Context: an optimization exercise on an open-source flow, tuned for small area and a short achievable clock period. The choices shown serve that exercise and are no tape-out recipe.
The RTL was checked by simulation tests, not by an equivalence proof against the original design.
Power and IR drop assume default switching activity.

## v48
## simd_vector_mac
module simd_vector_mac (
    input clk,
    input rst_n,
    input valid_i,
    input start_i,
    input last_i,
    input [63:0] A,
    input [63:0] B,
    output vector_mac_valid_o,
    output [37:0] vector_mac_data_o
);
Size: ~3800 cells after synthesis, about 170 I/O pins.
clock: 4.5 ns
lec_check: 0
abc_area: 1
cap_margin: 20
core_margin: 2
core_utilization: 40
place_density: 0.8
setup_slack_margin: 2.3
slew_margin: 20
standard.sh (not shown) runs the stock make flow with config.mk's settings and CLKGATE_MAP_FILE= SYNTH_SCRIPT=/design/flow/synth_recipe.tcl, a recipe that flattens the netlist after the stock synthesis.
==> flow/flow/run.sh <==
#!/bin/bash
# Standard layout, with one netlist step between synthesis and floorplan: bubble2.py chooses the
# polarity of the full-adder cells, fa(~a,~b,~c) = ~fa(a,b,c), and of gates that have a
# complemented twin, so that the netlist needs fewer inverters. Registers are not touched.
# Port buffers are buf_2 cells instead of the delay cells buffer_ports picks by itself.
set -euo pipefail
R=$PWD/orfs/results/$FLOW_PLATFORM/simd_vector_mac/base
LIB=$FLOW_HOME/platforms/$FLOW_PLATFORM/lib/sky130_fd_sc_hd__tt_025C_1v80.lib
bash standard.sh "$R/1_2_yosys.v" > synth.log 2>&1
cp "$R/1_2_yosys.v" "$PWD/1_2_yosys_standard.v"
python3 flow/bubble2.py "$LIB" "$PWD/1_2_yosys_standard.v" "$R/1_2_yosys.v" > bubble.log 2>&1
export BUFFER_PORTS_ARGS="-buffer_cell sky130_fd_sc_hd__buf_2"
bash standard.sh finish > layout.log 2>&1
Other scripts of this flow, unchanged in this note and not shown: flow/flow/bubble2.py
The flow did not stop early for v48: all stages ran, and the layout cleared the timing, DRC and antenna checks.
## Diff of input files: v2 against v48
diff --git a/flow/config.mk b/flow/config.mk
--- a/flow/config.mk
+++ b/flow/config.mk
@@ -13 +13 @@
-export SETUP_SLACK_MARGIN = 2.3
+export SETUP_SLACK_MARGIN = 2.4
### Flow results
- v48 → v2: leakage dissipation rose about 2.2%; maximum fanout along the worst path went up 6; number of cells on the worst reg-to-reg path saw an increase; global-route wire length before repair increased about 5%; power moved up.
- Looking at capturing instance or port of the critical path, the acc_s[18] result is from v48; the acc_s[8] one comes from v2.
- For v48, the critical path startpoint was s_p[3], unlike v2, where it was clr[3].
- Re number of remaining DRC errors: no difference whatsoever between v48 and v2.
- Changes observed in v2 relative to v48: final-layout worst hold slack has increased; data required time at the worst endpoint has increased.
> inputs changed (v2 -> v39)
diff --git a/flow/config.mk b/flow/config.mk
--- a/flow/config.mk
+++ b/flow/config.mk
@@ -13 +13 @@
-export SETUP_SLACK_MARGIN = 2.4
+export SETUP_SLACK_MARGIN = 2.0
==> comparison <==
Going from v2 to v39, sequential share of cell area has increased, proportion of power drawn by flip-flops and latches has increased. | portion of the layout cell area used by non-clock buffers | higher: v2 |. Final cell area excluding filler cells was higher in v2 than in v39.

== JK ==
Another version of the RTL of simd_vector_mac (not shown whole).
Size: ~3600 cells after synthesis, ~170 I/O pins.
==> flow/config.mk <==
export PLATFORM = sky130hd
export DESIGN_NAME = simd_vector_mac
export DESIGN_NICKNAME = simd_vector_mac
export VERILOG_FILES = /design/flow/design.v
export SDC_FILE = /design/flow/constraint.sdc
export NUM_CORES = 4
export LEC_CHECK = 0
export ABC_AREA = 1
export CAP_MARGIN = 20
export CORE_MARGIN = 2
export CORE_UTILIZATION = 40
export PLACE_DENSITY = 0.8
export SETUP_SLACK_MARGIN = 1.9
export SLEW_MARGIN = 20
==> flow/constraint.sdc <==
create_clock -name core_clock -period 4.5 [get_ports {clk}]
set_input_delay 0.9000 -clock core_clock [delete_from_list [all_inputs] [get_ports {clk}]]
set_output_delay 0.9000 -clock core_clock [all_outputs]
set_load 0.01 [all_outputs]
Scripts as last shown in full above: flow/flow/run.sh
Other scripts of this flow, unchanged in this note and not shown: flow/flow/bubble2.py
JK finished all stages; the layout is clean.
--- input diff JK..MS ---
- clearing PLACE_DENSITY, which used to be 0.8
- swapping 1.9 for 1.8 in SETUP_SLACK_MARGIN
--- a/flow/flow/run.sh
+++ b/flow/flow/run.sh
@@ -5 +5 @@
-# Port buffers are buf_2 cells instead of the delay cells buffer_ports picks by itself.
+# Port buffers are buf_1 cells instead of the delay cells buffer_ports picks by itself.
@@ -12 +12 @@
-export BUFFER_PORTS_ARGS="-buffer_cell sky130_fd_sc_hd__buf_2"
+export BUFFER_PORTS_ARGS="-buffer_cell sky130_fd_sc_hd__buf_1"
==> comparison <==
Relative to JK, time the worst path needs with I/O delays and setup has decreased by 0.0057 ns in MS. MS ended with every stage complete and zero timing, DRC or antenna violations. Row smallest setup slack after layout: MS higher / JK lower. MS vs JK — tightest hold margin rose 0.064 ns. [compare] base=JK new=MS: core utilization moved down; share of cells above drive strength 1 lost 11 points; met3 usage went down by 2.0 points; proportion of power drawn by combinational gates now smaller.

[separate check: timing with driven ports]
No port has a modelled driver above. Below, the same layouts with a new extraction and two added sets of constraints. Step 1 assumes that a clkbuf_16 drives the clock port and a buf_2 every other input. Step 2 adds t to the input delays and takes it off the output delays; t is the mean of the earliest and latest rising clock arrival at the registers after step 1. Input paths then give back, and output paths get back, about the clock's delay inside the block. Three values: ideal, step 1, step 2; two values: the first two.
run | shift t [ns] | setup slack, ns | worst register clock-pin slew, ns | worst data-port slew with drivers (ns)
v48 | 0.710 | 2.195 / 2.195 / 1.572 | 0.07 / 0.07 | 0.09
v2 | 0.710 | 2.214 / 2.214 / 1.593 | 0.07 / 0.07 | 0.13
v39 | 0.704 | 1.993 / 2.036 / 1.332 | 0.07 / 0.07 | 0.16
JK | 0.682 | 1.757 / 1.757 / 1.191 | 0.07 / 0.07 | 0.08
MS | 0.691 | 1.763 / 1.774 / 1.114 | 0.07 / 0.07 | 0.09
After both steps every run listed still meets setup and hold. For v39, which loses most, drivers alone change the setup slack by +0.043 ns; drivers and shift together by -0.661 ns.
